Source: an optimization exercise on an open RTL-to-GDS flow (aim: small area and a short achievable clock period). Production flows keep margins and buffers that such runs may drop. RTL that was checked went through simulation tests only; none was proved equivalent to the original. No functional check of the RTL was part of run 5. Power is estimated from default activity; no workload was simulated.

==> design/flow/flow/run.sh <==
#!/bin/bash
# The standard layout, with plain buf_1 cells as the port buffers.
set -euo pipefail
export BUFFER_PORTS_ARGS="-buffer_cell sky130_fd_sc_hd__buf_1"
bash standard.sh > standard.log 2>&1
==> design/flow/config.mk <==
export PLATFORM = sky130hd
export DESIGN_NAME = bit_population_counter
export DESIGN_NICKNAME = bit_population_counter
export VERILOG_FILES = /design/flow/design.v
export SDC_FILE = /design/flow/constraint.sdc
export NUM_CORES = 4
export LEC_CHECK = 0
export CAP_MARGIN = 20
export CORE_MARGIN = 2
export CORE_UTILIZATION = 40
export SLEW_MARGIN = 20
export SYNTH_HIERARCHICAL = 1
==> design/flow/design.v <==
module pc_fa (
  input  logic a,
  input  logic b,
  input  logic ci,
  output logic s,
  output logic co
);
  assign s  = a ^ b ^ ci;
  assign co = ( a & b ) | ( a & ci ) | ( b & ci );
endmodule
module pc_ha (
  input  logic a,
  input  logic b,
  output logic s,
  output logic co
);
  assign s  = a ^ b;
  assign co = a & b;
endmodule
module bit_population_counter #(
  parameter WIDTH                 = 256
) (
  input  logic                    clk_i,
  input  logic                    srst_i,
  input  logic [WIDTH-1:0]        data_i,
  input  logic                    data_val_i,
  output logic [$clog2(WIDTH):0]  data_o,
  output logic                    data_val_o
);
logic [18:0] cs_d, cs_q;
logic s1, c2, s3, c4, s5, c6, s7, c8, s9, c10, s11, c12, s13, c14, s15, c16;
logic s17, c18, s19, c20, s21, c22, s23, c24, s25, c26, s27, c28, s29, c30, s31, c32;
logic s33, c34, s35, c36, s37, c38, s39, c40, s41, c42, s43, c44, s45, c46, s47, c48;
logic s49, c50, s51, c52, s53, c54, s55, c56, s57, c58, s59, c60, s61, c62, s63, c64;
logic s65, c66, s67, c68, s69, c70, s71, c72, s73, c74, s75, c76, s77, c78, s79, c80;
logic s81, c82, s83, c84, s85, c86, s87, c88, s89, c90, s91, c92, s93, c94, s95, c96;
logic s97, c98, s99, c100, s101, c102, s103, c104, s105, c106, s107, c108, s109, c110, s111, c112;
logic s113, c114, s115, c116, s117, c118, s119, c120, s121, c122, s123, c124, s125, c126, s127, c128;
logic s129, c130, s131, c132, s133, c134, s135, c136, s137, c138, s139, c140, s141, c142, s143, c144;
logic s145, c146, s147, c148, s149, c150, s151, c152, s153, c154, s155, c156, s157, c158, s159, c160;
logic s161, c162, s163, c164, s165, c166, s167, c168, s169, c170, s171, c172, s173, c174, s175, c176;
logic s177, c178, s179, c180, s181, c182, s183, c184, s185, c186, s187, c188, s189, c190, s191, c192;
logic s193, c194, s195, c196, s197, c198, s199, c200, s201, c202, s203, c204, s205, c206, s207, c208;
logic s209, c210, s211, c212, s213, c214, s215, c216, s217, c218, s219, c220, s221, c222, s223, c224;
logic s225, c226, s227, c228, s229, c230, s231, c232, s233, c234, s235, c236, s237, c238, s239, c240;
logic s241, c242, s243, c244, s245, c246, s247, c248, s249, c250, s251, c252, s253, c254, s255, c256;
logic s257, c258, s259, c260, s261, c262, s263, c264, s265, c266, s267, c268, s269, c270, s271, c272;
logic s273, c274, s275, c276, s277, c278, s279, c280, s281, c282, s283, c284, s285, c286, s287, c288;
logic s289, c290, s291, c292, s293, c294, s295, c296, s297, c298, s299, c300, s301, c302, s303, c304;
logic s305, c306, s307, c308, s309, c310, s311, c312, s313, c314, s315, c316, s317, c318, s319, c320;
logic s321, c322, s323, c324, s325, c326, s327, c328, s329, c330, s331, c332, s333, c334, s335, c336;
logic s337, c338, s339, c340, s341, c342, s343, c344, s345, c346, s347, c348, s349, c350, s351, c352;
logic s353, c354, s355, c356, s357, c358, s359, c360, s361, c362, s363, c364, s365, c366, s367, c368;
logic s369, c370, s371, c372, s373, c374, s375, c376, s377, c378, s379, c380, s381, c382, s383, c384;
logic s385, c386, s387, c388, s389, c390, s391, c392, s393, c394, s395, c396, s397, c398, s399, c400;
logic s401, c402, s403, c404, s405, c406, s407, c408, s409, c410, s411, c412, s413, c414, s415, c416;
logic s417, c418, s419, c420, s421, c422, s423, c424, s425, c426, s427, c428, s429, c430, s431, c432;
logic s433, c434, s435, c436, s437, c438, s439, c440, s441, c442, s443, c444, s445, c446, s447, c448;
logic s449, c450, s451, c452, s453, c454, s455, c456, s457, c458, s459, c460, s461, c462, s463, c464;
logic s465, c466, s467, c468, s469, c470, s471, c472, s473, c474, s475, c476, s477, c478, s479, c480;
logic s481, c482, s483, c484, s485, c486, s487, c488, s489, c490, s491, c492, s493, c494, s495, c496;
logic s497, c498, s499, c500, s501, c502, s503, c504, s505, c506, s507, c508, s509, c510;
  pc_fa u_s1 (.a(data_i[0]), .b(data_i[1]), .ci(data_i[2]), .s(s1), .co(c2));
  pc_fa u_s3 (.a(data_i[3]), .b(data_i[4]), .ci(data_i[5]), .s(s3), .co(c4));
  pc_fa u_s5 (.a(data_i[6]), .b(data_i[7]), .ci(data_i[8]), .s(s5), .co(c6));
  pc_fa u_s7 (.a(data_i[9]), .b(data_i[10]), .ci(data_i[11]), .s(s7), .co(c8));
  pc_fa u_s9 (.a(data_i[12]), .b(data_i[13]), .ci(data_i[14]), .s(s9), .co(c10));
  pc_fa u_s11 (.a(data_i[15]), .b(data_i[16]), .ci(data_i[17]), .s(s11), .co(c12));
  pc_fa u_s13 (.a(data_i[18]), .b(data_i[19]), .ci(data_i[20]), .s(s13), .co(c14));
  pc_fa u_s15 (.a(data_i[21]), .b(data_i[22]), .ci(data_i[23]), .s(s15), .co(c16));
  pc_fa u_s17 (.a(data_i[24]), .b(data_i[25]), .ci(data_i[26]), .s(s17), .co(c18));
  pc_fa u_s19 (.a(data_i[27]), .b(data_i[28]), .ci(data_i[29]), .s(s19), .co(c20));
  pc_fa u_s21 (.a(data_i[30]), .b(data_i[31]), .ci(data_i[32]), .s(s21), .co(c22));
  pc_fa u_s23 (.a(data_i[33]), .b(data_i[34]), .ci(data_i[35]), .s(s23), .co(c24));
  pc_fa u_s25 (.a(data_i[36]), .b(data_i[37]), .ci(data_i[38]), .s(s25), .co(c26));
  pc_fa u_s27 (.a(data_i[39]), .b(data_i[40]), .ci(data_i[41]), .s(s27), .co(c28));
  pc_fa u_s29 (.a(data_i[42]), .b(data_i[43]), .ci(data_i[44]), .s(s29), .co(c30));
  pc_fa u_s31 (.a(data_i[45]), .b(data_i[46]), .ci(data_i[47]), .s(s31), .co(c32));
  pc_fa u_s33 (.a(data_i[48]), .b(data_i[49]), .ci(data_i[50]), .s(s33), .co(c34));
  pc_fa u_s35 (.a(data_i[51]), .b(data_i[52]), .ci(data_i[53]), .s(s35), .co(c36));
  pc_fa u_s37 (.a(data_i[54]), .b(data_i[55]), .ci(data_i[56]), .s(s37), .co(c38));
  pc_fa u_s39 (.a(data_i[57]), .b(data_i[58]), .ci(data_i[59]), .s(s39), .co(c40));
  pc_fa u_s41 (.a(data_i[60]), .b(data_i[61]), .ci(data_i[62]), .s(s41), .co(c42));
  pc_fa u_s43 (.a(data_i[63]), .b(data_i[64]), .ci(data_i[65]), .s(s43), .co(c44));
  pc_fa u_s45 (.a(data_i[66]), .b(data_i[67]), .ci(data_i[68]), .s(s45), .co(c46));
  pc_fa u_s47 (.a(data_i[69]), .b(data_i[70]), .ci(data_i[71]), .s(s47), .co(c48));
  pc_fa u_s49 (.a(data_i[72]), .b(data_i[73]), .ci(data_i[74]), .s(s49), .co(c50));
  pc_fa u_s51 (.a(data_i[75]), .b(data_i[76]), .ci(data_i[77]), .s(s51), .co(c52));
  pc_fa u_s53 (.a(data_i[78]), .b(data_i[79]), .ci(data_i[80]), .s(s53), .co(c54));
  pc_fa u_s55 (.a(data_i[81]), .b(data_i[82]), .ci(data_i[83]), .s(s55), .co(c56));
  pc_fa u_s57 (.a(data_i[84]), .b(data_i[85]), .ci(data_i[86]), .s(s57), .co(c58));
  pc_fa u_s59 (.a(data_i[87]), .b(data_i[88]), .ci(data_i[89]), .s(s59), .co(c60));
  pc_fa u_s61 (.a(data_i[90]), .b(data_i[91]), .ci(data_i[92]), .s(s61), .co(c62));
  pc_fa u_s63 (.a(data_i[93]), .b(data_i[94]), .ci(data_i[95]), .s(s63), .co(c64));
  pc_fa u_s65 (.a(data_i[96]), .b(data_i[97]), .ci(data_i[98]), .s(s65), .co(c66));
  pc_fa u_s67 (.a(data_i[99]), .b(data_i[100]), .ci(data_i[101]), .s(s67), .co(c68));
  pc_fa u_s69 (.a(data_i[102]), .b(data_i[103]), .ci(data_i[104]), .s(s69), .co(c70));
  pc_fa u_s71 (.a(data_i[105]), .b(data_i[106]), .ci(data_i[107]), .s(s71), .co(c72));
  pc_fa u_s73 (.a(data_i[108]), .b(data_i[109]), .ci(data_i[110]), .s(s73), .co(c74));
  pc_fa u_s75 (.a(data_i[111]), .b(data_i[112]), .ci(data_i[113]), .s(s75), .co(c76));
  pc_fa u_s77 (.a(data_i[114]), .b(data_i[115]), .ci(data_i[116]), .s(s77), .co(c78));
  pc_fa u_s79 (.a(data_i[117]), .b(data_i[118]), .ci(data_i[119]), .s(s79), .co(c80));
  pc_fa u_s81 (.a(data_i[120]), .b(data_i[121]), .ci(data_i[122]), .s(s81), .co(c82));
  pc_fa u_s83 (.a(data_i[123]), .b(data_i[124]), .ci(data_i[125]), .s(s83), .co(c84));
  pc_fa u_s85 (.a(data_i[126]), .b(data_i[127]), .ci(data_i[128]), .s(s85), .co(c86));
  pc_fa u_s87 (.a(data_i[129]), .b(data_i[130]), .ci(data_i[131]), .s(s87), .co(c88));
  pc_fa u_s89 (.a(data_i[132]), .b(data_i[133]), .ci(data_i[134]), .s(s89), .co(c90));
  pc_fa u_s91 (.a(data_i[135]), .b(data_i[136]), .ci(data_i[137]), .s(s91), .co(c92));
  pc_fa u_s93 (.a(data_i[138]), .b(data_i[139]), .ci(data_i[140]), .s(s93), .co(c94));
  pc_fa u_s95 (.a(data_i[141]), .b(data_i[142]), .ci(data_i[143]), .s(s95), .co(c96));
  pc_fa u_s97 (.a(data_i[144]), .b(data_i[145]), .ci(data_i[146]), .s(s97), .co(c98));
  pc_fa u_s99 (.a(data_i[147]), .b(data_i[148]), .ci(data_i[149]), .s(s99), .co(c100));
  pc_fa u_s101 (.a(data_i[150]), .b(data_i[151]), .ci(data_i[152]), .s(s101), .co(c102));
  pc_fa u_s103 (.a(data_i[153]), .b(data_i[154]), .ci(data_i[155]), .s(s103), .co(c104));
  pc_fa u_s105 (.a(data_i[156]), .b(data_i[157]), .ci(data_i[158]), .s(s105), .co(c106));
  pc_fa u_s107 (.a(data_i[159]), .b(data_i[160]), .ci(data_i[161]), .s(s107), .co(c108));
  pc_fa u_s109 (.a(data_i[162]), .b(data_i[163]), .ci(data_i[164]), .s(s109), .co(c110));
  pc_fa u_s111 (.a(data_i[165]), .b(data_i[166]), .ci(data_i[167]), .s(s111), .co(c112));
  pc_fa u_s113 (.a(data_i[168]), .b(data_i[169]), .ci(data_i[170]), .s(s113), .co(c114));
  pc_fa u_s115 (.a(data_i[171]), .b(data_i[172]), .ci(data_i[173]), .s(s115), .co(c116));
  pc_fa u_s117 (.a(data_i[174]), .b(data_i[175]), .ci(data_i[176]), .s(s117), .co(c118));
  pc_fa u_s119 (.a(data_i[177]), .b(data_i[178]), .ci(data_i[179]), .s(s119), .co(c120));
  pc_fa u_s121 (.a(data_i[180]), .b(data_i[181]), .ci(data_i[182]), .s(s121), .co(c122));
  pc_fa u_s123 (.a(data_i[183]), .b(data_i[184]), .ci(data_i[185]), .s(s123), .co(c124));
  pc_fa u_s125 (.a(data_i[186]), .b(data_i[187]), .ci(data_i[188]), .s(s125), .co(c126));
  pc_fa u_s127 (.a(data_i[189]), .b(data_i[190]), .ci(data_i[191]), .s(s127), .co(c128));
  pc_fa u_s129 (.a(data_i[192]), .b(data_i[193]), .ci(data_i[194]), .s(s129), .co(c130));
  pc_fa u_s131 (.a(data_i[195]), .b(data_i[196]), .ci(data_i[197]), .s(s131), .co(c132));
  pc_fa u_s133 (.a(data_i[198]), .b(data_i[199]), .ci(data_i[200]), .s(s133), .co(c134));
  pc_fa u_s135 (.a(data_i[201]), .b(data_i[202]), .ci(data_i[203]), .s(s135), .co(c136));
  pc_fa u_s137 (.a(data_i[204]), .b(data_i[205]), .ci(data_i[206]), .s(s137), .co(c138));
  pc_fa u_s139 (.a(data_i[207]), .b(data_i[208]), .ci(data_i[209]), .s(s139), .co(c140));
  pc_fa u_s141 (.a(data_i[210]), .b(data_i[211]), .ci(data_i[212]), .s(s141), .co(c142));
  pc_fa u_s143 (.a(data_i[213]), .b(data_i[214]), .ci(data_i[215]), .s(s143), .co(c144));
  pc_fa u_s145 (.a(data_i[216]), .b(data_i[217]), .ci(data_i[218]), .s(s145), .co(c146));
  pc_fa u_s147 (.a(data_i[219]), .b(data_i[220]), .ci(data_i[221]), .s(s147), .co(c148));
  pc_fa u_s149 (.a(data_i[222]), .b(data_i[223]), .ci(data_i[224]), .s(s149), .co(c150));
  pc_fa u_s151 (.a(data_i[225]), .b(data_i[226]), .ci(data_i[227]), .s(s151), .co(c152));
  pc_fa u_s153 (.a(data_i[228]), .b(data_i[229]), .ci(data_i[230]), .s(s153), .co(c154));
  pc_fa u_s155 (.a(data_i[231]), .b(data_i[232]), .ci(data_i[233]), .s(s155), .co(c156));
  pc_fa u_s157 (.a(data_i[234]), .b(data_i[235]), .ci(data_i[236]), .s(s157), .co(c158));
  pc_fa u_s159 (.a(data_i[237]), .b(data_i[238]), .ci(data_i[239]), .s(s159), .co(c160));
  pc_fa u_s161 (.a(data_i[240]), .b(data_i[241]), .ci(data_i[242]), .s(s161), .co(c162));
  pc_fa u_s163 (.a(data_i[243]), .b(data_i[244]), .ci(data_i[245]), .s(s163), .co(c164));
  pc_fa u_s165 (.a(data_i[246]), .b(data_i[247]), .ci(data_i[248]), .s(s165), .co(c166));
  pc_fa u_s167 (.a(data_i[249]), .b(data_i[250]), .ci(data_i[251]), .s(s167), .co(c168));
  pc_fa u_s169 (.a(data_i[252]), .b(data_i[253]), .ci(data_i[254]), .s(s169), .co(c170));
  pc_fa u_s171 (.a(data_i[255]), .b(s1), .ci(s3), .s(s171), .co(c172));
  pc_fa u_s173 (.a(s5), .b(s7), .ci(s9), .s(s173), .co(c174));
  pc_fa u_s175 (.a(s11), .b(s13), .ci(s15), .s(s175), .co(c176));
  pc_fa u_s177 (.a(s17), .b(s19), .ci(s21), .s(s177), .co(c178));
  pc_fa u_s179 (.a(s23), .b(s25), .ci(s27), .s(s179), .co(c180));
  pc_fa u_s181 (.a(s29), .b(s31), .ci(s33), .s(s181), .co(c182));
  pc_fa u_s183 (.a(s35), .b(s37), .ci(s39), .s(s183), .co(c184));
  pc_fa u_s185 (.a(s41), .b(s43), .ci(s45), .s(s185), .co(c186));
  pc_fa u_s187 (.a(s47), .b(s49), .ci(s51), .s(s187), .co(c188));
  pc_fa u_s189 (.a(s53), .b(s55), .ci(s57), .s(s189), .co(c190));
  pc_fa u_s191 (.a(s59), .b(s61), .ci(s63), .s(s191), .co(c192));
  pc_fa u_s193 (.a(s65), .b(s67), .ci(s69), .s(s193), .co(c194));
  pc_fa u_s195 (.a(s71), .b(s73), .ci(s75), .s(s195), .co(c196));
  pc_fa u_s197 (.a(s77), .b(s79), .ci(s81), .s(s197), .co(c198));
  pc_fa u_s199 (.a(s83), .b(s85), .ci(s87), .s(s199), .co(c200));
  pc_fa u_s201 (.a(s89), .b(s91), .ci(s93), .s(s201), .co(c202));
  pc_fa u_s203 (.a(s95), .b(s97), .ci(s99), .s(s203), .co(c204));
  pc_fa u_s205 (.a(s101), .b(s103), .ci(s105), .s(s205), .co(c206));
  pc_fa u_s207 (.a(s107), .b(s109), .ci(s111), .s(s207), .co(c208));
  pc_fa u_s209 (.a(s113), .b(s115), .ci(s117), .s(s209), .co(c210));
  pc_fa u_s211 (.a(s119), .b(s121), .ci(s123), .s(s211), .co(c212));
  pc_fa u_s213 (.a(s125), .b(s127), .ci(s129), .s(s213), .co(c214));
  pc_fa u_s215 (.a(s131), .b(s133), .ci(s135), .s(s215), .co(c216));
  pc_fa u_s217 (.a(s137), .b(s139), .ci(s141), .s(s217), .co(c218));
  pc_fa u_s219 (.a(s143), .b(s145), .ci(s147), .s(s219), .co(c220));
  pc_fa u_s221 (.a(s149), .b(s151), .ci(s153), .s(s221), .co(c222));
  pc_fa u_s223 (.a(s155), .b(s157), .ci(s159), .s(s223), .co(c224));
  pc_fa u_s225 (.a(s161), .b(s163), .ci(s165), .s(s225), .co(c226));
  pc_fa u_s227 (.a(s167), .b(s169), .ci(s171), .s(s227), .co(c228));
  pc_fa u_s229 (.a(s173), .b(s175), .ci(s177), .s(s229), .co(c230));
  pc_fa u_s231 (.a(s179), .b(s181), .ci(s183), .s(s231), .co(c232));
  pc_fa u_s233 (.a(s185), .b(s187), .ci(s189), .s(s233), .co(c234));
  pc_fa u_s235 (.a(s191), .b(s193), .ci(s195), .s(s235), .co(c236));
  pc_fa u_s237 (.a(s197), .b(s199), .ci(s201), .s(s237), .co(c238));
  pc_fa u_s239 (.a(s203), .b(s205), .ci(s207), .s(s239), .co(c240));
  pc_fa u_s241 (.a(s209), .b(s211), .ci(s213), .s(s241), .co(c242));
  pc_fa u_s243 (.a(s215), .b(s217), .ci(s219), .s(s243), .co(c244));
  pc_fa u_s245 (.a(s221), .b(s223), .ci(s225), .s(s245), .co(c246));
  pc_fa u_s247 (.a(s227), .b(s229), .ci(s231), .s(s247), .co(c248));
  pc_fa u_s249 (.a(s233), .b(s235), .ci(s237), .s(s249), .co(c250));
  pc_fa u_s251 (.a(s239), .b(s241), .ci(s243), .s(s251), .co(c252));
  pc_fa u_s253 (.a(s245), .b(s247), .ci(s249), .s(s253), .co(c254));
  pc_fa u_s255 (.a(c2), .b(c4), .ci(c6), .s(s255), .co(c256));
  pc_fa u_s257 (.a(c8), .b(c10), .ci(c12), .s(s257), .co(c258));
  pc_fa u_s259 (.a(c14), .b(c16), .ci(c18), .s(s259), .co(c260));
  pc_fa u_s261 (.a(c20), .b(c22), .ci(c24), .s(s261), .co(c262));
  pc_fa u_s263 (.a(c26), .b(c28), .ci(c30), .s(s263), .co(c264));
  pc_fa u_s265 (.a(c32), .b(c34), .ci(c36), .s(s265), .co(c266));
  pc_fa u_s267 (.a(c38), .b(c40), .ci(c42), .s(s267), .co(c268));
  pc_fa u_s269 (.a(c44), .b(c46), .ci(c48), .s(s269), .co(c270));
  pc_fa u_s271 (.a(c50), .b(c52), .ci(c54), .s(s271), .co(c272));
  pc_fa u_s273 (.a(c56), .b(c58), .ci(c60), .s(s273), .co(c274));
  pc_fa u_s275 (.a(c62), .b(c64), .ci(c66), .s(s275), .co(c276));
  pc_fa u_s277 (.a(c68), .b(c70), .ci(c72), .s(s277), .co(c278));
  pc_fa u_s279 (.a(c74), .b(c76), .ci(c78), .s(s279), .co(c280));
  pc_fa u_s281 (.a(c80), .b(c82), .ci(c84), .s(s281), .co(c282));
  pc_fa u_s283 (.a(c86), .b(c88), .ci(c90), .s(s283), .co(c284));
  pc_fa u_s285 (.a(c92), .b(c94), .ci(c96), .s(s285), .co(c286));
  pc_fa u_s287 (.a(c98), .b(c100), .ci(c102), .s(s287), .co(c288));
  pc_fa u_s289 (.a(c104), .b(c106), .ci(c108), .s(s289), .co(c290));
  pc_fa u_s291 (.a(c110), .b(c112), .ci(c114), .s(s291), .co(c292));
  pc_fa u_s293 (.a(c116), .b(c118), .ci(c120), .s(s293), .co(c294));
  pc_fa u_s295 (.a(c122), .b(c124), .ci(c126), .s(s295), .co(c296));
  pc_fa u_s297 (.a(c128), .b(c130), .ci(c132), .s(s297), .co(c298));
  pc_fa u_s299 (.a(c134), .b(c136), .ci(c138), .s(s299), .co(c300));
  pc_fa u_s301 (.a(c140), .b(c142), .ci(c144), .s(s301), .co(c302));
  pc_fa u_s303 (.a(c146), .b(c148), .ci(c150), .s(s303), .co(c304));
  pc_fa u_s305 (.a(c152), .b(c154), .ci(c156), .s(s305), .co(c306));
  pc_fa u_s307 (.a(c158), .b(c160), .ci(c162), .s(s307), .co(c308));
  pc_fa u_s309 (.a(c164), .b(c166), .ci(c168), .s(s309), .co(c310));
  pc_fa u_s311 (.a(c170), .b(c172), .ci(c174), .s(s311), .co(c312));
  pc_fa u_s313 (.a(c176), .b(c178), .ci(c180), .s(s313), .co(c314));
  pc_fa u_s315 (.a(c182), .b(c184), .ci(c186), .s(s315), .co(c316));
  pc_fa u_s317 (.a(c188), .b(c190), .ci(c192), .s(s317), .co(c318));
  pc_fa u_s319 (.a(c194), .b(c196), .ci(c198), .s(s319), .co(c320));
  pc_fa u_s321 (.a(c200), .b(c202), .ci(c204), .s(s321), .co(c322));
  pc_fa u_s323 (.a(c206), .b(c208), .ci(c210), .s(s323), .co(c324));
  pc_fa u_s325 (.a(c212), .b(c214), .ci(c216), .s(s325), .co(c326));
  pc_fa u_s327 (.a(c218), .b(c220), .ci(c222), .s(s327), .co(c328));
  pc_fa u_s329 (.a(c224), .b(c226), .ci(s255), .s(s329), .co(c330));
  pc_fa u_s331 (.a(s257), .b(s259), .ci(s261), .s(s331), .co(c332));
  pc_fa u_s333 (.a(s263), .b(s265), .ci(s267), .s(s333), .co(c334));
  pc_fa u_s335 (.a(s269), .b(s271), .ci(s273), .s(s335), .co(c336));
  pc_fa u_s337 (.a(s275), .b(s277), .ci(s279), .s(s337), .co(c338));
  pc_fa u_s339 (.a(s281), .b(s283), .ci(s285), .s(s339), .co(c340));
  pc_fa u_s341 (.a(s287), .b(s289), .ci(s291), .s(s341), .co(c342));
  pc_fa u_s343 (.a(s293), .b(s295), .ci(s297), .s(s343), .co(c344));
  pc_fa u_s345 (.a(s299), .b(s301), .ci(s303), .s(s345), .co(c346));
  pc_fa u_s347 (.a(s305), .b(s307), .ci(s309), .s(s347), .co(c348));
  pc_fa u_s349 (.a(c228), .b(s311), .ci(c230), .s(s349), .co(c350));
  pc_fa u_s351 (.a(c232), .b(c234), .ci(c236), .s(s351), .co(c352));
  pc_fa u_s353 (.a(c238), .b(c240), .ci(c242), .s(s353), .co(c354));
  pc_fa u_s355 (.a(c244), .b(c246), .ci(s313), .s(s355), .co(c356));
  pc_fa u_s357 (.a(s315), .b(s317), .ci(s319), .s(s357), .co(c358));
  pc_fa u_s359 (.a(s321), .b(s323), .ci(s325), .s(s359), .co(c360));
  pc_fa u_s361 (.a(s327), .b(s329), .ci(s331), .s(s361), .co(c362));
  pc_fa u_s363 (.a(s333), .b(s335), .ci(s337), .s(s363), .co(c364));
  pc_fa u_s365 (.a(s339), .b(s341), .ci(s343), .s(s365), .co(c366));
  pc_fa u_s367 (.a(s345), .b(s347), .ci(s349), .s(s367), .co(c368));
  pc_fa u_s369 (.a(c248), .b(s351), .ci(s353), .s(s369), .co(c370));
  pc_fa u_s371 (.a(s355), .b(s357), .ci(s359), .s(s371), .co(c372));
  pc_fa u_s373 (.a(s361), .b(s363), .ci(s365), .s(s373), .co(c374));
  pc_fa u_s375 (.a(c250), .b(c252), .ci(s367), .s(s375), .co(c376));
  pc_fa u_s377 (.a(c254), .b(s369), .ci(s371), .s(s377), .co(c378));
  pc_fa u_s379 (.a(s373), .b(s375), .ci(s377), .s(s379), .co(c380));
  pc_fa u_s381 (.a(c256), .b(c258), .ci(c260), .s(s381), .co(c382));
  pc_fa u_s383 (.a(c262), .b(c264), .ci(c266), .s(s383), .co(c384));
  pc_fa u_s385 (.a(c268), .b(c270), .ci(c272), .s(s385), .co(c386));
  pc_fa u_s387 (.a(c274), .b(c276), .ci(c278), .s(s387), .co(c388));
  pc_fa u_s389 (.a(c280), .b(c282), .ci(c284), .s(s389), .co(c390));
  pc_fa u_s391 (.a(c286), .b(c288), .ci(c290), .s(s391), .co(c392));
  pc_fa u_s393 (.a(c292), .b(c294), .ci(c296), .s(s393), .co(c394));
  pc_fa u_s395 (.a(c298), .b(c300), .ci(c302), .s(s395), .co(c396));
  pc_fa u_s397 (.a(c304), .b(c306), .ci(c308), .s(s397), .co(c398));
  pc_fa u_s399 (.a(c310), .b(c312), .ci(c314), .s(s399), .co(c400));
  pc_fa u_s401 (.a(c316), .b(c318), .ci(c320), .s(s401), .co(c402));
  pc_fa u_s403 (.a(c322), .b(c324), .ci(c326), .s(s403), .co(c404));
  pc_fa u_s405 (.a(c328), .b(c330), .ci(c332), .s(s405), .co(c406));
  pc_fa u_s407 (.a(c334), .b(c336), .ci(c338), .s(s407), .co(c408));
  pc_fa u_s409 (.a(c340), .b(c342), .ci(c344), .s(s409), .co(c410));
  pc_fa u_s411 (.a(c346), .b(c348), .ci(s381), .s(s411), .co(c412));
  pc_fa u_s413 (.a(s383), .b(s385), .ci(s387), .s(s413), .co(c414));
  pc_fa u_s415 (.a(s389), .b(s391), .ci(s393), .s(s415), .co(c416));
  pc_fa u_s417 (.a(s395), .b(s397), .ci(c350), .s(s417), .co(c418));
  pc_fa u_s419 (.a(s399), .b(c352), .ci(c354), .s(s419), .co(c420));
  pc_fa u_s421 (.a(c356), .b(c358), .ci(c360), .s(s421), .co(c422));
  pc_fa u_s423 (.a(c362), .b(c364), .ci(c366), .s(s423), .co(c424));
  pc_fa u_s425 (.a(s401), .b(s403), .ci(s405), .s(s425), .co(c426));
  pc_fa u_s427 (.a(s407), .b(s409), .ci(s411), .s(s427), .co(c428));
  pc_fa u_s429 (.a(s413), .b(s415), .ci(c368), .s(s429), .co(c430));
  pc_fa u_s431 (.a(s417), .b(c370), .ci(s419), .s(s431), .co(c432));
  pc_fa u_s433 (.a(c372), .b(c374), .ci(s421), .s(s433), .co(c434));
  pc_fa u_s435 (.a(s423), .b(s425), .ci(s427), .s(s435), .co(c436));
  pc_fa u_s437 (.a(c376), .b(s429), .ci(s431), .s(s437), .co(c438));
  pc_fa u_s439 (.a(c378), .b(s433), .ci(s435), .s(s439), .co(c440));
  pc_fa u_s441 (.a(c382), .b(c384), .ci(c386), .s(s441), .co(c442));
  pc_fa u_s443 (.a(c388), .b(c390), .ci(c392), .s(s443), .co(c444));
  pc_fa u_s445 (.a(c394), .b(c396), .ci(c398), .s(s445), .co(c446));
  pc_fa u_s447 (.a(c400), .b(c402), .ci(c404), .s(s447), .co(c448));
  pc_fa u_s449 (.a(c406), .b(c408), .ci(c410), .s(s449), .co(c450));
  pc_fa u_s451 (.a(c412), .b(c414), .ci(c416), .s(s451), .co(c452));
  pc_fa u_s453 (.a(s441), .b(s443), .ci(s445), .s(s453), .co(c454));
  pc_fa u_s455 (.a(c418), .b(c420), .ci(s447), .s(s455), .co(c456));
  pc_fa u_s457 (.a(s449), .b(s451), .ci(s453), .s(s457), .co(c458));
  pc_fa u_s459 (.a(c422), .b(c424), .ci(c426), .s(s459), .co(c460));
  pc_fa u_s461 (.a(c428), .b(c430), .ci(c432), .s(s461), .co(c462));
  pc_fa u_s463 (.a(s455), .b(s457), .ci(c434), .s(s463), .co(c464));
  pc_fa u_s465 (.a(c442), .b(c444), .ci(c446), .s(s465), .co(c466));
  pc_fa u_s467 (.a(c448), .b(c450), .ci(c452), .s(s467), .co(c468));
  pc_fa u_s469 (.a(c454), .b(s465), .ci(c456), .s(s469), .co(c470));
  pc_fa u_s471 (.a(s467), .b(c458), .ci(c460), .s(s471), .co(c472));
  pc_fa u_s473 (.a(c466), .b(c468), .ci(c470), .s(s473), .co(c474));
assign cs_d[0] = s251;  
assign cs_d[1] = s253;  
assign cs_d[2] = s379;  
assign cs_d[3] = s437;  
assign cs_d[4] = c380;  
assign cs_d[5] = s439;  
assign cs_d[6] = c436;  
assign cs_d[7] = s459;  
assign cs_d[8] = c438;  
assign cs_d[9] = s461;  
assign cs_d[10] = c440;  
assign cs_d[11] = s463;  
assign cs_d[12] = c462;  
assign cs_d[13] = s469;  
assign cs_d[14] = c464;  
assign cs_d[15] = s471;  
assign cs_d[16] = c472;  
assign cs_d[17] = s473;  
assign cs_d[18] = c474;  
always_ff @( posedge clk_i )
  cs_q <= cs_d;
always_ff @( posedge clk_i )
  begin
    if( srst_i )
      data_val_o <= 1'b0;
    else
      data_val_o <= data_val_i;
  end
  pc_ha u_s475 (.a(cs_q[0]), .b(cs_q[1]), .s(s475), .co(c476));
  pc_ha u_s477 (.a(cs_q[2]), .b(c476), .s(s477), .co(c478));
  pc_fa u_s479 (.a(cs_q[3]), .b(cs_q[4]), .ci(cs_q[5]), .s(s479), .co(c480));
  pc_ha u_s481 (.a(c478), .b(s479), .s(s481), .co(c482));
  pc_fa u_s483 (.a(cs_q[6]), .b(cs_q[7]), .ci(cs_q[8]), .s(s483), .co(c484));
  pc_fa u_s485 (.a(cs_q[9]), .b(cs_q[10]), .ci(cs_q[11]), .s(s485), .co(c486));
  pc_fa u_s487 (.a(c480), .b(s483), .ci(s485), .s(s487), .co(c488));
  pc_ha u_s489 (.a(c482), .b(s487), .s(s489), .co(c490));
  pc_fa u_s491 (.a(cs_q[12]), .b(cs_q[13]), .ci(cs_q[14]), .s(s491), .co(c492));
  pc_fa u_s493 (.a(cs_q[15]), .b(c484), .ci(c486), .s(s493), .co(c494));
  pc_fa u_s495 (.a(s491), .b(c488), .ci(s493), .s(s495), .co(c496));
  pc_ha u_s497 (.a(c490), .b(s495), .s(s497), .co(c498));
  pc_fa u_s499 (.a(cs_q[16]), .b(cs_q[17]), .ci(c492), .s(s499), .co(c500));
  pc_fa u_s501 (.a(c494), .b(s499), .ci(c496), .s(s501), .co(c502));
  pc_ha u_s503 (.a(c498), .b(s501), .s(s503), .co(c504));
  pc_fa u_s505 (.a(cs_q[18]), .b(c500), .ci(c502), .s(s505), .co(c506));
  pc_ha u_s507 (.a(c504), .b(s505), .s(s507), .co(c508));
  pc_ha u_s509 (.a(c506), .b(c508), .s(s509), .co(c510));
assign data_o = {c510, s509, s507, s503, s497, s489, s481, s477, s475};
endmodule
==> design/flow/constraint.sdc <==
create_clock -name core_clock -period 11.0 [get_ports {clk_i}]
set_input_delay 2.2000 -clock core_clock [delete_from_list [all_inputs] [get_ports {clk_i}]]
set_output_delay 2.2000 -clock core_clock [all_outputs]
set_load 0.01 [all_outputs]
==> design/flow/standard.sh <==
#!/bin/bash
# synth_recipe.tcl (not shown) runs the flow's synth.tcl, then flattens the netlist and writes it again
# the make line also repeats each setting of config.mk as NAME=value (left out here)
make -C /OpenROAD-flow-scripts/flow DESIGN_CONFIG=/design/flow/config.mk WORK_HOME=/design/flow/orfs CLKGATE_MAP_FILE= SYNTH_SCRIPT=/design/flow/synth_recipe.tcl "${@:-finish}"
==> results of run 1 <==
## stage by stage
stage	worst slack [ns]	cell area [µm²]	hold slack [ns]	utilization, %
6_report	5.17	6790	2.16	50.9
2_1_floorplan	5.14	5530	2.26	-
5_1_grt	5.05	6790	2.16	50.9
3_5_place_dp	4.86	6690	2.42	50.1
4_1_cts	5.14	6790	2.16	50.9
3_3_place_gp	4.92	6690	2.41	50.1
## state kept, by name, indices dropped and copies added, names as in the netlist
| name | flops |
|---|---|
| data_val_o | 1 |
| cs_q | 19 |
## cells by family (layout without fill, tap and decap cells)
kind of cell,Yosys count,after routing,synth area share [%]
flops,20,20,7.24
simple gates,1,1,0.249
fa+ha+maj,255,255,91.3
buf+inv,9,272,1.22
## per-module statistics from Yosys (local to each module, per instance)
module | area (µm²) | flops+latches
pc_ha | 12.5 | 0
pc_fa | 20.0 | 0
bit_population_counter | 482 | 20
## final cells by class
class                      count  area share [%]
clock buffer                   3            1.11
clock inverter                 1           0.442
timing repair buffer         268            14.8
multi-input combinational    256            74.5
sequential                    20            5.90
tap                          176            3.24
## metal layers
layer  global-route usage [%]  vias up
met5                        0        -
met4                    0.862        0
met3                     1.87        2
met2                     35.1      145
met1                     23.3     1708
li1                         -     1379
## power by group
group	internal, W	total (W)	switching [W]
Sequential	0.000180	0.000200	0.0000202
Clock	0.0000722	0.0000994	0.0000273
Combinational	0.00104	0.00220	0.00116
Total	0.00129	0.00250	0.00121
## path summary, 6_finish.rpt
check,to,cells past startpoint,slack (ns)
worst max-delay path,cs_q[17],9,5.17
worst min-delay path,data_val_o,2,2.16
## cell usage in the layout (no fill, tap or decap), drive strengths merged
cell type and n:
clkbuf 3, fa 247, dfxtp 20, ha 8, buf 268, nor2b 1
bufinv 1
==> flow_summary.ini, run 1 <==
[pwr]
max-vdd-ir-drop_v = 0.000290
power.density_nw_per_um2 = 368
power_w = 0.00250
leakage_nw = 2.42

[place]
gp_congestion = 0.872
port_buffers = 268
dp_cells = 720
dp_hpwl_um = 12900

[floorplanning]
core_um2 = 13300
die_h_um = 122
start_util_pct = 41.4
std_cell_rows = 42
die_w_um = 122
die-area_um2 = 14800
io_pins = 269

[cts]
cts_tree = yes
numCtsBuffers = 3
clk_pin_slew_ns = 0.06
cts-resized-gates = 0
h-tree-depth = 1
clock_path_buffers = 2
tritoncts_num_sinks = 20
root_buffer = clkbuf_16
postCtsSetupBuffers = 0
ctsHoldBuffers = 0

[detailed_routing]
antenna_left = 0
drt_iter0_drc = 41
top_layer_used = met4
wl_per_cell_um = 17.3
vias_per_cell = 4.47
routed-via-count = 3234
drt-total-wl_um = 12500
met3_length_um = 726
met1_length_um = 4690
dr.pass1.iters = 4
wl_met2_um = 7080
drc = 0

[setup_path]
worst-endpoint-arrival_ns = 5.96
crit_buf_inv = 1
start_kind = primary input
path_cells = buf_1 > fa_1 > fa_1 > fa_1 > fa_1 > fa_1 > fa_1 > fa_1 > fa_1
crit_start = data_i[33]
cp_max_fo = 1
cp_top_family = adder cells
critPathCaptureType = flip-flop
crit_required_ns = 11.13
critical_path_class = primary input to flip-flop
critPathSlowestCell = fa_1
path_common_cell = fa_1
worst_path_largest_cell_delay_ns = 0.53

[logic_synthesis]
ys_seq_area_share_pct = 7.24
ys_top_cells_by_area = fa_1, dfxtp_1, ha_1
synth_common_cells = fa_1, dfxtp_1, buf_4
synth.distinct_cells = 5
synth_edf_count = 0
yosysTopAreaCell = fa_1
syn_inst = 285
ys_warn_count = 7
ys_ff_latch = 20
synth_top_flop_cell = dfxtp_1
yosysMostFrequentCell = fa_1
syn_area_um2 = 5530
yosysTopAreaCellShare_pct = 89.5
syn-num-nets = 799
postSynth.asyncResetShare_pct = 0
syn_avg_cell_area_um2 = 19.4

[timing]
period_share_pct = 53.0
max_freq_ghz = 0.172
hold_viol = 0
finalMaxSlewViolations = 0
tightest_slew_ns = 0.173
rsz0062_at_grt = no
setup_viol = 0
tns_ns = 0
max_slew_margin_pct = 88.5
min_period_ns = 5.83

[layout]
multi_input_area_um2 = 5060
drive_above_1_share_pct = 0.912
fin_cells = 724
n_fill_cell = 1153
area_growth_pct = 22.9
layout.nets = 1063
diodes = 0
seq_area_um2 = 400

[global_route]
grt_max_degree = 13
grt_pass1_wl_um = 20100
grt_usage_pct = 18.2
grt_remaining_overflow = 0
antenna_found_initial = 0
first_global_vias = 4186

[worst_hold_path]
hold_start = data_val_i
holdCritPathClass = primary input to flip-flop

[run_status]
status = no timing/DRC/antenna violations

[job]
maxCapViolations = 0
==> inputs of run 2 (changes only) <==
==> design/flow/run.sh (new file) <==
#!/bin/bash
# synth_recipe.tcl (not shown) runs the flow's synth.tcl, then flattens the netlist and writes it again
# the make line also repeats each setting of config.mk as NAME=value (left out here)
make -C /OpenROAD-flow-scripts/flow DESIGN_CONFIG=/design/flow/config.mk WORK_HOME=/design/flow/orfs CLKGATE_MAP_FILE= SYNTH_SCRIPT=/design/flow/synth_recipe.tcl finish
removed: design/flow/flow/run.sh
removed: design/flow/standard.sh
==> run 2 against run 1 <==
Effect of this change:
- sequential cell count unchanged
- synthesized cell count unchanged
- final cell count down 0.14%
- core utilization up 12 points
- critical path depth unchanged
- worst hold slack better by 0.36 ns
- first-iteration DRC count up 15%
==> flow_summary.ini, run 2 <==
[job]
maxCapViolations = 0

[timing]
whs_ns = 2.52
max_slew_margin_pct = 88.3
max_freq_ghz = 0.161
rsz0062_at_grt = no
tightest_slew_ns = 0.175
finalMaxSlewViolations = 0
tns_ns = 0
finalWorstSetupSlack_ns = 4.81
hold_viol = 0
min_period_ns = 6.19
setup_viol = 0
period_share_pct = 56.3

[pwr]
p_seq_share_pct = 7.6
p_int_w = 0.00144
pwr-share-clk_pct = 2.8
power.density_nw_per_um2 = 313
power.switching_w = 0.00120
power_w = 0.00264
switching_share_pct = 45.5
max-vdd-ir-drop_v = 0.000231
leakage_nw = 3.13
power_frac_comb_pct = 89.7

[place]
dp_hpwl_um = 14400
gp_congestion = 0.800
port_buffers = 268
pre_cts_ws_ns = 4.49
dp_cells = 720

[logic_synthesis]
synth_top_flop_cell = dfxtp_1
ys_seq_area_share_pct = 7.24
yosysTopAreaCellShare_pct = 89.5
syn_area_um2 = 5530
synth.distinct_cells = 5
syn-num-nets = 799
synth_xor_area_share_pct = 0
yosysTopAreaCell = fa_1
yosys.area_share.simple_pct = 0.249
ys_warn_count = 7
syn_inst = 285
synth_compound_area_share_pct = 0
yosysMostFrequentCell = fa_1
ys_ff_latch = 20
syn_avg_cell_area_um2 = 19.4
synth_top_family_by_area = adder cells
synth_fa_ha_area_share_pct = 91.3
ys_top_cells_by_area = fa_1, dfxtp_1, ha_1
synth_common_cells = fa_1, dfxtp_1, buf_4
synthMuxAreaShare_pct = 0
postSynth.asyncResetShare_pct = 0
synth_edf_count = 0

[global_route]
grt_use_met1_pct = 27.2
grt_max_degree = 11
use_met2_pct = 39.5
grt_remaining_overflow = 0
first_global_vias = 4522
antenna_found_initial = 0
grt_pass1_wl_um = 22900
grt_use_met3_pct = 2.72
grt_usage_pct = 20.9
grt-busiest-layer = met2

[floorplanning]
io_pins = 269
die_w_um = 122
std_cell_rows = 42
start_util_pct = 41.4
core_um2 = 13300
die-area_um2 = 14800
die_h_um = 122

[cts]
tritoncts_num_sinks = 20
ctsHoldBuffers = 0
cts-resized-gates = 0
numCtsBuffers = 3
cts_tree = yes
clock_path_buffers = 2
postCtsSetupBuffers = 0
clk_pin_slew_ns = 0.05
h-tree-depth = 1
root_buffer = clkbuf_16

[detailed_routing]
vias_per_cell = 4.50
routed-via-count = 3256
wl_per_cell_um = 19.5
drt-total-wl_um = 14100
antenna_left = 0
drt_iter0_drc = 47
drc = 0
dr.pass1.iters = 4

[setup_path]
worst-endpoint-arrival_ns = 6.32
critical_path_class = primary input to flip-flop
critPathCaptureType = flip-flop
cp_max_fo = 1
start_kind = primary input
crit_required_ns = 11.13

[layout]
largest_reg_flops = 19
layout.cells.most_common = clkdlybuf4s50_1
layout.nets = 1063
drive_above_1_share_pct = 0.731
area_growth_pct = 52.7
regMostFlops = cs_q
mostFrequentLayoutCells = clkdlybuf4s50_1, fa_1, dfxtp_1
diodes = 0
fin_cells = 723
reg_top3 = cs_q (19), data_val_o (1)

[worst_hold_path]
holdCritPathClass = primary input to flip-flop
hold_depth = 2

[run_status]
status = no timing/DRC/antenna violations
[run 2: worst max-delay path, stage by stage]
cell             delay (ns)
clkdlybuf4s50_1        0.43
fa_1                   0.53
fa_1                   0.54
fa_1                   0.47
fa_1                   0.47
fa_1                   0.43
fa_1                   0.42
fa_1                   0.40
fa_1                   0.43
[run 2: final timing paths]
path	startpoint	end	slack, ns
max	data_i[33]	cs_q[17]	4.81
min	data_val_i	data_val_o	2.52
[run 2: cell families after synthesis]
family | after synthesis
buffers and inverters | 9
DFF | 20
adders and majority gates | 255
and+or+nand+nor | 1
[run 2: power by group through the flow]
| stage | clock network, W | registers (W) | logic, W |
|---|---|---|---|
| 2_1_floorplan | 0 | 0.000198 | 0.00161 |
| 3_3_place_gp | 0 | 0.000202 | 0.00230 |
| 3_5_place_dp | 0 | 0.000203 | 0.00240 |
| 4_1_cts | 0.0000742 | 0.000201 | 0.00240 |
| 5_1_grt | 0.0000772 | 0.000205 | 0.00272 |
| 6_report | 0.0000728 | 0.000200 | 0.00237 |
[run 2: through the flow]
step           instance area [µm²]  utilization [%]
6_report                      8440             63.2
5_1_grt                       8440             63.2
4_1_cts                       8440             63.2
3_5_place_dp                  8360             62.6
3_3_place_gp                  8360             62.6
2_1_floorplan                 5530                -
[run 2: per-layer routing]
layer	vias to the layer above	routed length [µm]
li1	1380	-
met1	1727	5260
met2	143	7930
met3	6	852
met4	0	72
met5	-	0
[run 2: final cells by class]
cell class	instances	area, µm²
clock buffer	3	75.1
fill	1036	4910
multi-input combinational	256	5060
sequential	20	400
tap	176	220
timing repair buffer	268	2680
[run 2: modules after synthesis (local to each module, per instance)]
module	flops+latches	cells	copies in the design	area, µm²
pc_ha	0	1	8	12.5
pc_fa	0	1	247	20.0
bit_population_counter	20	30	1	482
==> inputs of run 3 (changes only) <==
==> design/flow/flow/run.sh (new file) <==
#!/bin/bash
# The standard layout, with plain buf_1 cells as the port buffers and a small clock tree.
set -euo pipefail
export BUFFER_PORTS_ARGS="-buffer_cell sky130_fd_sc_hd__buf_1"
export CTS_ARGS="-sink_clustering_enable -repair_clock_nets -dont_use_dummy_load -buf_list sky130_fd_sc_hd__clkbuf_4"
bash standard.sh > standard.log 2>&1
==> design/flow/standard.sh (new file) <==
#!/bin/bash
# synth_recipe.tcl (not shown) runs the flow's synth.tcl, then flattens the netlist and writes it again
# the make line also repeats each setting of config.mk as NAME=value (left out here)
make -C /OpenROAD-flow-scripts/flow DESIGN_CONFIG=/design/flow/config.mk WORK_HOME=/design/flow/orfs CLKGATE_MAP_FILE= SYNTH_SCRIPT=/design/flow/synth_recipe.tcl "${@:-finish}"
--- a/design/flow/config.mk
+++ b/design/flow/config.mk
@@ -7,2 +7,3 @@
 export LEC_CHECK = 0
+export ABC_AREA = 1
 export CAP_MARGIN = 20
@@ -10,2 +11,3 @@
 export CORE_UTILIZATION = 40
+export CTS_BUF_LIST = sky130_fd_sc_hd__clkbuf_4
 export SLEW_MARGIN = 20
removed: design/flow/run.sh
==> run 3 against run 2 <==
Effect of this change:
- sequential power hardly changed
- core utilization is 13 points lower
- final area is 21% lower
- total power is 7.7% lower
- largest power group unchanged
==> flow_summary.ini, run 3 <==
[logic_synthesis]
postSynth.asyncResetShare_pct = 0
syn_area_um2 = 5520
ys_warn_count = 7
yosysTopAreaCellShare_pct = 89.5
syn_inst = 286
syn-num-nets = 800
synth_edf_count = 0
ys_seq_area_share_pct = 7.25
ys_top_cells_by_area = fa_1, dfxtp_1, ha_1
synth_common_cells = fa_1, dfxtp_1, buf_4
yosysMostFrequentCell = fa_1
synth_top_flop_cell = dfxtp_1
syn_avg_cell_area_um2 = 19.3
yosysTopAreaCell = fa_1
synth.distinct_cells = 6
ys_ff_latch = 20

[place]
port_buffers = 268
pre_cts_ws_ns = 4.88
dp_cells = 721
gp_congestion = 0.839
dp_hpwl_um = 12900

[global_route]
first_global_vias = 4307
grt_usage_pct = 18.8
grt_remaining_overflow = 0
grt_max_degree = 11
antenna_found_initial = 0
grt_pass1_wl_um = 20800

[setup_path]
crit_required_ns = 11.19
cp_max_fo = 1
critical_path_class = primary input to flip-flop
path_cells = buf_1 > fa_1 > fa_1 > fa_1 > fa_1 > fa_1 > fa_1 > fa_1 > fa_1
worst-endpoint-arrival_ns = 5.95
path_common_cell = fa_1
worst_path_largest_cell_delay_ns = 0.54
critPathSlowestCell = fa_1
start_kind = primary input
critPathCaptureType = flip-flop

[cts]
cts_tree = yes
cts-resized-gates = 0
ctsHoldBuffers = 0
numCtsBuffers = 3
tritoncts_num_sinks = 20
h-tree-depth = 1
root_buffer = clkbuf_4
clock_path_buffers = 2
postCtsSetupBuffers = 0
clk_pin_slew_ns = 0.11

[run_status]
status = no timing/DRC/antenna violations

[pwr]
leakage_nw = 2.38
power_w = 0.00244
power_frac_comb_pct = 90.4
max-vdd-ir-drop_v = 0.000277
power.switching_w = 0.00120
pwr-share-clk_pct = 1.4
switching_share_pct = 49.4
p_seq_share_pct = 8.2
power.density_nw_per_um2 = 364
p_int_w = 0.00124

[timing]
tightest_slew_ns = 0.178
finalWorstSetupSlack_ns = 5.24
tns_ns = 0
setup_viol = 0
rsz0062_at_grt = no
max_slew_margin_pct = 88.1
finalMaxSlewViolations = 0
period_share_pct = 52.4
max_freq_ghz = 0.174
hold_viol = 0
min_period_ns = 5.76

[floorplanning]
std_cell_rows = 42
die_w_um = 122
io_pins = 269
core_um2 = 13300
die_h_um = 122
die-area_um2 = 14800
start_util_pct = 41.4

[detailed_routing]
drt_iter0_drc = 76
dr.pass1.iters = 4
antenna_left = 0
vias_per_cell = 4.46
drc = 0
routed-via-count = 3229
drt-total-wl_um = 12700
wl_per_cell_um = 17.5

[layout]
fin_cells = 724
largest_reg_flops = 19
n_fill_cell = 1187
mostFrequentLayoutCells = buf_1, fa_1, dfxtp_1
regMostFlops = cs_q
layout.nets = 1064
reg_top3 = cs_q (19), data_val_o (1)
area_growth_pct = 21.4
layout.cells.most_common = buf_1
diodes = 0
drive_above_1_share_pct = 0.730

[worst_hold_path]
holdCritPathClass = primary input to flip-flop

[job]
maxCapViolations = 0
==> run 3: cell count changes in the layout (fill, tap and decap cells not counted), sizes merged <==
cell           previous run  this run
inv                       0         1
buf                       0       268
nor2b                     1         0
clkdlybuf4s50           268         0
nor2                      0         1
==> run 3: power by group through the flow <==
stage / logic (W) / clock network, W / registers [W]
4_1_cts: 0.00229 / 0.0000358 / 0.000202
6_report: 0.00221 / 0.0000345 / 0.000200
3_5_place_dp: 0.00228 / 0 / 0.000204
5_1_grt: 0.00256 / 0.0000396 / 0.000205
2_1_floorplan: 0.00161 / 0 / 0.000198
3_3_place_gp: 0.00219 / 0 / 0.000202
==> run 3: critical path: cells and delay by family <==
kind                     cells  cell delay (ns)
adder cells (fa/ha/maj)      8             3.66
buffers and inverters        1             0.09
==> run 3: final cells by class <==
class | instances | area (µm²) | share of cell area (%)
clock buffer | 3 | 22.5 | 0.336
inverter | 1 | 3.75 | 0.0560
multi-input combinational | 256 | 5050 | 75.3
sequential | 20 | 400 | 5.97
tap | 176 | 220 | 3.28
timing repair buffer | 268 | 1010 | 15.0
==> run 3: cells by family (layout without fill, tap and decap cells) <==
| kind of cell | Yosys count | count (layout) | synth area share, % |
|---|---|---|---|
| adder cells (fa/ha/maj) | 255 | 255 | 91.3 |
| buffers and inverters | 10 | 272 | 1.29 |
| flip-flops | 20 | 20 | 7.25 |
| AND/OR/NAND/NOR | 1 | 1 | 0.113 |
==> run 3: metal layers <==
metal	routed length [µm]	GRT usage, %	up-vias	share of wire, %
met2	7250	36.9	152	57
met1	4600	23.3	1691	36
li1	-	-	1382	-
met3	803	2.40	4	6.3
met4	31	1.08	0	0.24
met5	0	0	-	0
==> run 3: worst paths after layout <==
kind / end / cells past startpoint / slack (ns) / start
max: cs_q[17] / 9 / 5.24 / data_i[114]
min: data_val_o / 2 / 2.06 / srst_i
==> run 3: per-stage QoR <==
stage               cell area [µm²]  util [%]  hold slack, ns
floorplan                      5520         -            2.27
global placement               6680      50.1            2.38
detailed placement             6680      50.1            2.38
CTS                            6700      50.2            2.06
global route                   6700      50.2            2.04
finish                         6700      50.2            2.06
==> run 3: per-module statistics from Yosys, one instance, submodules excluded <==
| module | cells | area, µm² | flops+latches | times used |
|---|---|---|---|---|
| bit_population_counter | 31 | 478 | 20 | 1 |
| pc_fa | 1 | 20.0 | 0 | 247 |
| pc_ha | 1 | 12.5 | 0 | 8 |
==> inputs of run 4 (changes only) <==
==> design/flow/flow/run.sh (replaced) <==
#!/bin/bash
# The standard layout, with plain buf_1 cells as the port buffers and a small clock tree.
set -euo pipefail
export BUFFER_PORTS_ARGS="-buffer_cell sky130_fd_sc_hd__buf_1"
export CTS_ARGS="-sink_clustering_enable -repair_clock_nets -dont_use_dummy_load -buf_list sky130_fd_sc_hd__clkbuf_8"
bash standard.sh > standard.log 2>&1
--- a/design/flow/config.mk
+++ b/design/flow/config.mk
@@ -11,3 +11,3 @@
 export CORE_UTILIZATION = 40
-export CTS_BUF_LIST = sky130_fd_sc_hd__clkbuf_4
+export CTS_BUF_LIST = sky130_fd_sc_hd__clkbuf_8
 export SLEW_MARGIN = 20
==> run 4 against run 3 <==
Effect of this change:
- core utilization grew 0.14 points
- setup slack lost 0.055 ns
- combinational power barely moved
- global-route usage about the same
- final area rose by 0.28%
- critical endpoint unchanged
- fmax down 0.95%
- largest power group unchanged
- sequential cell count unchanged
==> flow_summary.ini, run 4 <==
[run_status]
status = no timing/DRC/antenna violations

[setup_path]
worst-endpoint-arrival_ns = 5.95
crit_required_ns = 11.13
critical_path_class = primary input to flip-flop
start_kind = primary input
critPathCaptureType = flip-flop
cp_max_fo = 1

[logic_synthesis]
synth_fa_ha_area_share_pct = 91.3
synth_top_family_by_area = adder cells
synth_edf_count = 0
postSynth.asyncResetShare_pct = 0
syn_avg_cell_area_um2 = 19.3
ys_top_cells_by_area = fa_1, dfxtp_1, ha_1
synth.distinct_cells = 6
yosysTopAreaCellShare_pct = 89.5
ys_ff_latch = 20
synth_common_cells = fa_1, dfxtp_1, buf_4
yosysTopAreaCell = fa_1
ys_seq_area_share_pct = 7.25
ys_warn_count = 7
yosysMostFrequentCell = fa_1
syn_area_um2 = 5520
synth_compound_area_share_pct = 0
synth_top_flop_cell = dfxtp_1
synth_xor_area_share_pct = 0
yosys.area_share.simple_pct = 0.113
syn_inst = 286
syn-num-nets = 800
synthMuxAreaShare_pct = 0

[worst_hold_path]
hold_depth = 2
holdCritPathClass = primary input to flip-flop

[floorplanning]
die_h_um = 122
io_pins = 269
start_util_pct = 41.4
std_cell_rows = 42
die-area_um2 = 14800
core_um2 = 13300
die_w_um = 122

[layout]
seq_area_um2 = 400
regMostFlops = cs_q
diodes = 0
area_growth_pct = 21.7
fin_util_pct = 50.4
n_fill_cell = 1185
mostFrequentLayoutCells = buf_1, fa_1, dfxtp_1
layout.nets = 1064
largest_reg_flops = 19
layout.cells.most_common = buf_1
reg_top3 = cs_q (19), data_val_o (1)
multi_input_area_um2 = 5050
final_area_um2 = 6720
drive_above_1_share_pct = 0.730

[cts]
h-tree-depth = 1
ctsHoldBuffers = 0
clk_pin_slew_ns = 0.07
clock_path_buffers = 2
postCtsSetupBuffers = 0
root_buffer = clkbuf_8
tritoncts_num_sinks = 20
numCtsBuffers = 3
cts_tree = yes
cts-resized-gates = 0

[detailed_routing]
antenna_left = 0
dr.pass1.iters = 4
drt_iter0_drc = 83
drc = 0
drt-total-wl_um = 12700
routed-via-count = 3219
vias_per_cell = 4.45
wl_per_cell_um = 17.5

[global_route]
grt_remaining_overflow = 0
grt_pass1_wl_um = 20800
grt_usage_pct = 18.8
first_global_vias = 4306
grt_max_degree = 11
antenna_found_initial = 0

[timing]
tightest_slew_ns = 0.179
finalMaxSlewViolations = 0
max_freq_ghz = 0.172
min_period_ns = 5.82
setup_viol = 0
rsz0062_at_grt = no
period_share_pct = 52.9
hold_viol = 0
max_slew_margin_pct = 88.0
tns_ns = 0

[job]
maxCapViolations = 0

[place]
port_buffers = 268
dp_hpwl_um = 12900
dpl_cell_area_um2 = 6680
gp_congestion = 0.839

[pwr]
leakage_nw = 2.39
max-vdd-ir-drop_v = 0.000275
power.density_nw_per_um2 = 365
[run 4: cell counts after synthesis]
No cell type changed its count.
[run 4: modules after synthesis, one instance, submodules excluded]
module | cell area [µm²] | cells
bit_population_counter | 478 | 31
pc_ha | 12.5 | 1
pc_fa | 20.0 | 1
[run 4: power by group]
part           internal (W)  total [W]  switching, W
logic               0.00104    0.00221       0.00116
registers          0.000180   0.000201     0.0000209
clock network     0.0000243  0.0000473     0.0000230
[run 4: worst paths after layout]
kind / slack [ns] / from / endpoint
setup / recovery: 5.18 / data_i[114] / cs_q[17]
hold / removal: 2.11 / srst_i / data_val_o
[run 4: routing by layer]
metal	track usage, %	up-vias	share of wire [%]
met5	0	-	0
met4	0.862	0	0.24
met3	2.40	4	6.2
met2	36.9	146	57
met1	23.3	1688	36
li1	-	1381	-
[run 4: logic make-up after synthesis]
kind of cell	count (synthesis)
AND/OR/NAND/NOR	1
flip-flops	20
buffers and inverters	10
adder cells (fa/ha/maj)	255
[run 4: layout make-up]
type	instances	area share, %
sequential	20	5.96
clock buffer	3	0.614
inverter	1	0.0558
tap	176	3.28
multi-input combinational	256	75.1
timing repair buffer	268	15.0
[run 4: worst max-delay path, cell delays in order]
cell and delay, ns:
buf_1 0.09, fa_1 0.50, fa_1 0.54, fa_1 0.47
fa_1 0.50, fa_1 0.41, fa_1 0.41, fa_1 0.39
fa_1 0.44
[run 4: metrics by stage]
stage,hold slack (ns),setup slack (ns),power [W],std cells
final,2.11,5.18,0.00246,724
after detailed placement,2.38,4.88,0.00248,721
after global routing,2.11,5.08,0.00282,724
after CTS,2.11,5.16,0.00254,724
after global placement,2.38,4.93,0.00239,721
after floorplan,2.27,5.14,0.00180,286
==> inputs of run 5 (changes only) <==
--- a/design/flow/design.v
+++ b/design/flow/design.v
@@ -59,5 +59,3 @@
 logic s449, c450, s451, c452, s453, c454, s455, c456, s457, c458, s459, c460, s461, c462, s463, c464;
-logic s465, c466, s467, c468, s469, c470, s471, c472, s473, c474, s475, c476, s477, c478, s479, c480;
-logic s481, c482, s483, c484, s485, c486, s487, c488, s489, c490, s491, c492, s493, c494, s495, c496;
-logic s497, c498, s499, c500, s501, c502, s503, c504, s505, c506, s507, c508, s509, c510;
+logic s465, c466, s467, c468, s469, c470, s471, c472, s473, c474;
   pc_fa u_s1 (.a(data_i[0]), .b(data_i[1]), .ci(data_i[2]), .s(s1), .co(c2));
@@ -327,21 +325,8 @@
   end
-  pc_ha u_s475 (.a(cs_q[0]), .b(cs_q[1]), .s(s475), .co(c476));
-  pc_ha u_s477 (.a(cs_q[2]), .b(c476), .s(s477), .co(c478));
-  pc_fa u_s479 (.a(cs_q[3]), .b(cs_q[4]), .ci(cs_q[5]), .s(s479), .co(c480));
-  pc_ha u_s481 (.a(c478), .b(s479), .s(s481), .co(c482));
-  pc_fa u_s483 (.a(cs_q[6]), .b(cs_q[7]), .ci(cs_q[8]), .s(s483), .co(c484));
-  pc_fa u_s485 (.a(cs_q[9]), .b(cs_q[10]), .ci(cs_q[11]), .s(s485), .co(c486));
-  pc_fa u_s487 (.a(c480), .b(s483), .ci(s485), .s(s487), .co(c488));
-  pc_ha u_s489 (.a(c482), .b(s487), .s(s489), .co(c490));
-  pc_fa u_s491 (.a(cs_q[12]), .b(cs_q[13]), .ci(cs_q[14]), .s(s491), .co(c492));
-  pc_fa u_s493 (.a(cs_q[15]), .b(c484), .ci(c486), .s(s493), .co(c494));
-  pc_fa u_s495 (.a(s491), .b(c488), .ci(s493), .s(s495), .co(c496));
-  pc_ha u_s497 (.a(c490), .b(s495), .s(s497), .co(c498));
-  pc_fa u_s499 (.a(cs_q[16]), .b(cs_q[17]), .ci(c492), .s(s499), .co(c500));
-  pc_fa u_s501 (.a(c494), .b(s499), .ci(c496), .s(s501), .co(c502));
-  pc_ha u_s503 (.a(c498), .b(s501), .s(s503), .co(c504));
-  pc_fa u_s505 (.a(cs_q[18]), .b(c500), .ci(c502), .s(s505), .co(c506));
-  pc_ha u_s507 (.a(c504), .b(s505), .s(s507), .co(c508));
-  pc_ha u_s509 (.a(c506), .b(c508), .s(s509), .co(c510));
-assign data_o = {c510, s509, s507, s503, s497, s489, s481, s477, s475};
+assign data_o = 9'( {cs_q[18], cs_q[16], cs_q[12], cs_q[6], cs_q[3], cs_q[2], cs_q[0]} )
+              + 9'( {1'b0, cs_q[17], cs_q[13], cs_q[7], cs_q[4], 1'b0, cs_q[1]} )
+              + 9'( {1'b0, 1'b0, cs_q[14], cs_q[8], cs_q[5], 1'b0, 1'b0} )
+              + 9'( {1'b0, 1'b0, cs_q[15], cs_q[9], 1'b0, 1'b0, 1'b0} )
+              + 9'( {1'b0, 1'b0, 1'b0, cs_q[10], 1'b0, 1'b0, 1'b0} )
+              + 9'( {1'b0, 1'b0, 1'b0, cs_q[11], 1'b0, 1'b0, 1'b0} );
 endmodule
==> design/flow/flow/run.sh (replaced) <==
#!/bin/bash
# The standard layout, with plain buf_1 cells as the port buffers and a small clock tree.
set -euo pipefail
export BUFFER_PORTS_ARGS="-buffer_cell sky130_fd_sc_hd__buf_1"
export CTS_ARGS="-sink_clustering_enable -repair_clock_nets -dont_use_dummy_load -buf_list sky130_fd_sc_hd__clkbuf_4"
bash standard.sh > standard.log 2>&1
--- a/design/flow/config.mk
+++ b/design/flow/config.mk
@@ -7,3 +7,2 @@
 export LEC_CHECK = 0
-export ABC_AREA = 1
 export CAP_MARGIN = 20
@@ -11,3 +10,3 @@
 export CORE_UTILIZATION = 40
-export CTS_BUF_LIST = sky130_fd_sc_hd__clkbuf_8
+export CTS_BUF_LIST = sky130_fd_sc_hd__clkbuf_4
 export SLEW_MARGIN = 20
==> run 5 against run 4 <==
Effect of this change:
- synthesized cell count is 6.3% higher
- highest routed layer unchanged
- final area is 2.0% higher
- still clean
- sequential share of layout area is 0.12 points lower
- critical endpoint unchanged
- largest cell class unchanged
==> flow_summary.ini, run 5 <==
[place]
pre_cts_ws_ns = 4.84
port_buffers = 268
dp_hpwl_um = 13400
gp_congestion = 0.908
dpl_cell_area_um2 = 6830

[worst_hold_path]
holdPathEnd = data_val_o
hold_start = srst_i
hold_depth = 2
holdCritPathClass = primary input to flip-flop

[cts]
ctsHoldBuffers = 0
clk_pin_slew_ns = 0.12
h-tree-depth = 1
clock_path_buffers = 2
postCtsSetupBuffers = 0
cts_tree = yes
tritoncts_num_sinks = 20
root_buffer = clkbuf_4
numCtsBuffers = 3
cts-resized-gates = 0

[setup_path]
crit_required_ns = 11.20
critical_path_class = primary input to flip-flop
start_kind = primary input
cp_max_fo = 1
critPathSlowestCell = fa_1
critPathCaptureType = flip-flop
path_cells = buf_1 > fa_1 > fa_1 > fa_1 > fa_1 > fa_1 > fa_1 > fa_1 > fa_1
worst-endpoint-arrival_ns = 6.00
path_common_cell = fa_1
worst_path_largest_cell_delay_ns = 0.53

[timing]
tns_ns = 0
finalWorstSetupSlack_ns = 5.21
max_slew_margin_pct = 88.6
rsz0062_at_grt = no
period_share_pct = 52.6
min_period_ns = 5.79
setup_viol = 0
tightest_slew_ns = 0.170
whs_ns = 2.06
hold_viol = 0
max_freq_ghz = 0.173
finalMaxSlewViolations = 0

[global_route]
first_global_vias = 4340
grt_usage_pct = 18.6
grt_max_degree = 13
grt_pass1_wl_um = 20600
antenna_found_initial = 0
grt_remaining_overflow = 0

[layout]
mostFrequentLayoutCells = buf_1, fa_1, dfxtp_1
diodes = 0
regMostFlops = cs_q
reg_top3 = cs_q (19), data_val_o (1)
layout.cells.most_common = buf_1
final_area_um2 = 6860
layout.nets = 1094
largest_reg_flops = 19
drive_above_1_share_pct = 0.696
area_growth_pct = 22.4

[job]
maxCapViolations = 0

[logic_synthesis]
yosys.area_share.simple_pct = 0.112
ys_top_cells_by_area = fa_1, dfxtp_1, ha_1
synth_top_flop_cell = dfxtp_1
ys_seq_area_share_pct = 7.15
synth.distinct_cells = 11
synth_common_cells = fa_1, dfxtp_1, inv_1
syn_area_um2 = 5600
synth_edf_count = 0
ys_warn_count = 7
synth_fa_ha_area_share_pct = 90.5
synthMuxAreaShare_pct = 0
syn_avg_cell_area_um2 = 18.4
synth_top_family_by_area = adder cells
synth_xor_area_share_pct = 0.469
yosysTopAreaCell = fa_1
yosysTopAreaCellShare_pct = 87.6
yosysMostFrequentCell = fa_1
postSynth.asyncResetShare_pct = 0
synth_compound_area_share_pct = 0.670
ys_ff_latch = 20
syn_inst = 304
syn-num-nets = 821

[detailed_routing]
wl_per_cell_um = 17.4
antenna_left = 0
drt_iter0_drc = 34
drt-total-wl_um = 13100
drc = 0
vias_per_cell = 4.49
dr.pass1.iters = 4
routed-via-count = 3391

[floorplanning]
core_um2 = 13800
die_w_um = 122
die_h_um = 122
start_util_pct = 40.7
std_cell_rows = 43
io_pins = 269
die-area_um2 = 15000

[pwr]
pwr-share-clk_pct = 1.3
leakage_nw = 2.51
power.density_nw_per_um2 = 387
power.switching_w = 0.00133
p_seq_share_pct = 7.4
switching_share_pct = 50.2
power_w = 0.00265
p_int_w = 0.00132
max-vdd-ir-drop_v = 0.000308
power_frac_comb_pct = 91.3

[run_status]
status = no timing/DRC/antenna violations
==> run 5: cell types whose count changed after synthesis, sizes merged <==
cell,change
buf,-9
nor2b,+1
fa,-2
inv,+16
nor2,-1
xor2,+3
o21bai,+1
a21oi,+2
a31o,+1
ha,+5
a21o,+1
==> run 5: through the flow <==
step                      std cells  utilization [%]
after global routing            755             49.8
final                           755             49.8
after floorplan                 304                -
after detailed placement        752             49.6
after global placement          752             49.6
after CTS                       755             49.8
==> run 5: kinds of logic after synthesis <==
kind of cell | count (synthesis)
AOI/OAI and AO/OA | 5
DFF | 20
buffers and inverters | 17
adders and majority gates | 258
and+or+nand+nor | 1
xor gates and xnor gates | 3
==> run 5: power by group through the flow <==
stage | Sequential [W] | Combinational (W) | Clock, W
floorplan | 0.000193 | 0.00164 | 0
global placement | 0.000197 | 0.00234 | 0
detailed placement | 0.000199 | 0.00247 | 0
CTS | 0.000197 | 0.00248 | 0.0000351
global route | 0.000200 | 0.00280 | 0.0000397
finish | 0.000197 | 0.00242 | 0.0000345
==> run 5: worst max-delay path by stage <==
stage                start        to  slack, ns
2_1_floorplan   data_i[33]  cs_q[17]       5.14
3_5_place_dp    data_i[33]  cs_q[17]       4.84
3_3_place_gp    data_i[33]  cs_q[17]       4.93
6_report        data_i[33]  cs_q[17]       5.21
5_1_grt        data_i[114]  cs_q[17]       5.17
4_1_cts         data_i[33]  cs_q[17]       5.20
==> run 5: layout make-up <==
class                      count  area (µm²)
clock buffer                   3        22.5
fill                        1258        6920
inverter                      17        63.8
multi-input combinational    267        5140
sequential                    20         400
tap                          180         225
timing repair buffer         268        1010
==> run 5: per-module statistics from Yosys, one instance, submodules excluded <==
module / cells inside / times used / cell area [µm²]
bit_population_counter: 67 / 1 / 857
pc_fa: 1 / 237 / 20.0
==> run 5: per-layer routing <==
layer  up-vias  global-route usage (%)  wire [µm]
li1       1456                       -          -
met1      1786                    22.7       4730
met2       134                    35.9       7470
met3        15                    2.23        699
met4         0                    2.80        199
met5         -                       0          0
==> run 5: critical path, delay by kind of cell <==
kind	cells	cell delay [ns]
adders and majority gates	8	3.70
buffers and inverters	1	0.09

==> afterwards: timing with drivers on the ports <==
The results above use ideal ports. As a check the final layouts listed here were re-extracted and re-timed, cells and wires unchanged. Step 1 assumes that a clkbuf_16 drives the clock port and a buf_2 every other input. Step 2 also shifts input and output timing later by t, the mid clock arrival at the registers, as if the neighbouring blocks saw the same clock. Slacks: no drivers / after step 1 / after step 2; pairs: no drivers / after step 1.
run	t, ns	setup slack, ns
run 1	0.281	5.174 / 5.179 / 4.898
run 2	0.278	4.807 / 4.811 / 4.534
run 3	0.322	5.239 / 5.246 / 4.924
run 4	0.279	5.184 / 5.191 / 4.913
run 5	0.320	5.209 / 5.211 / 4.891
After both steps every run listed still meets setup and hold.
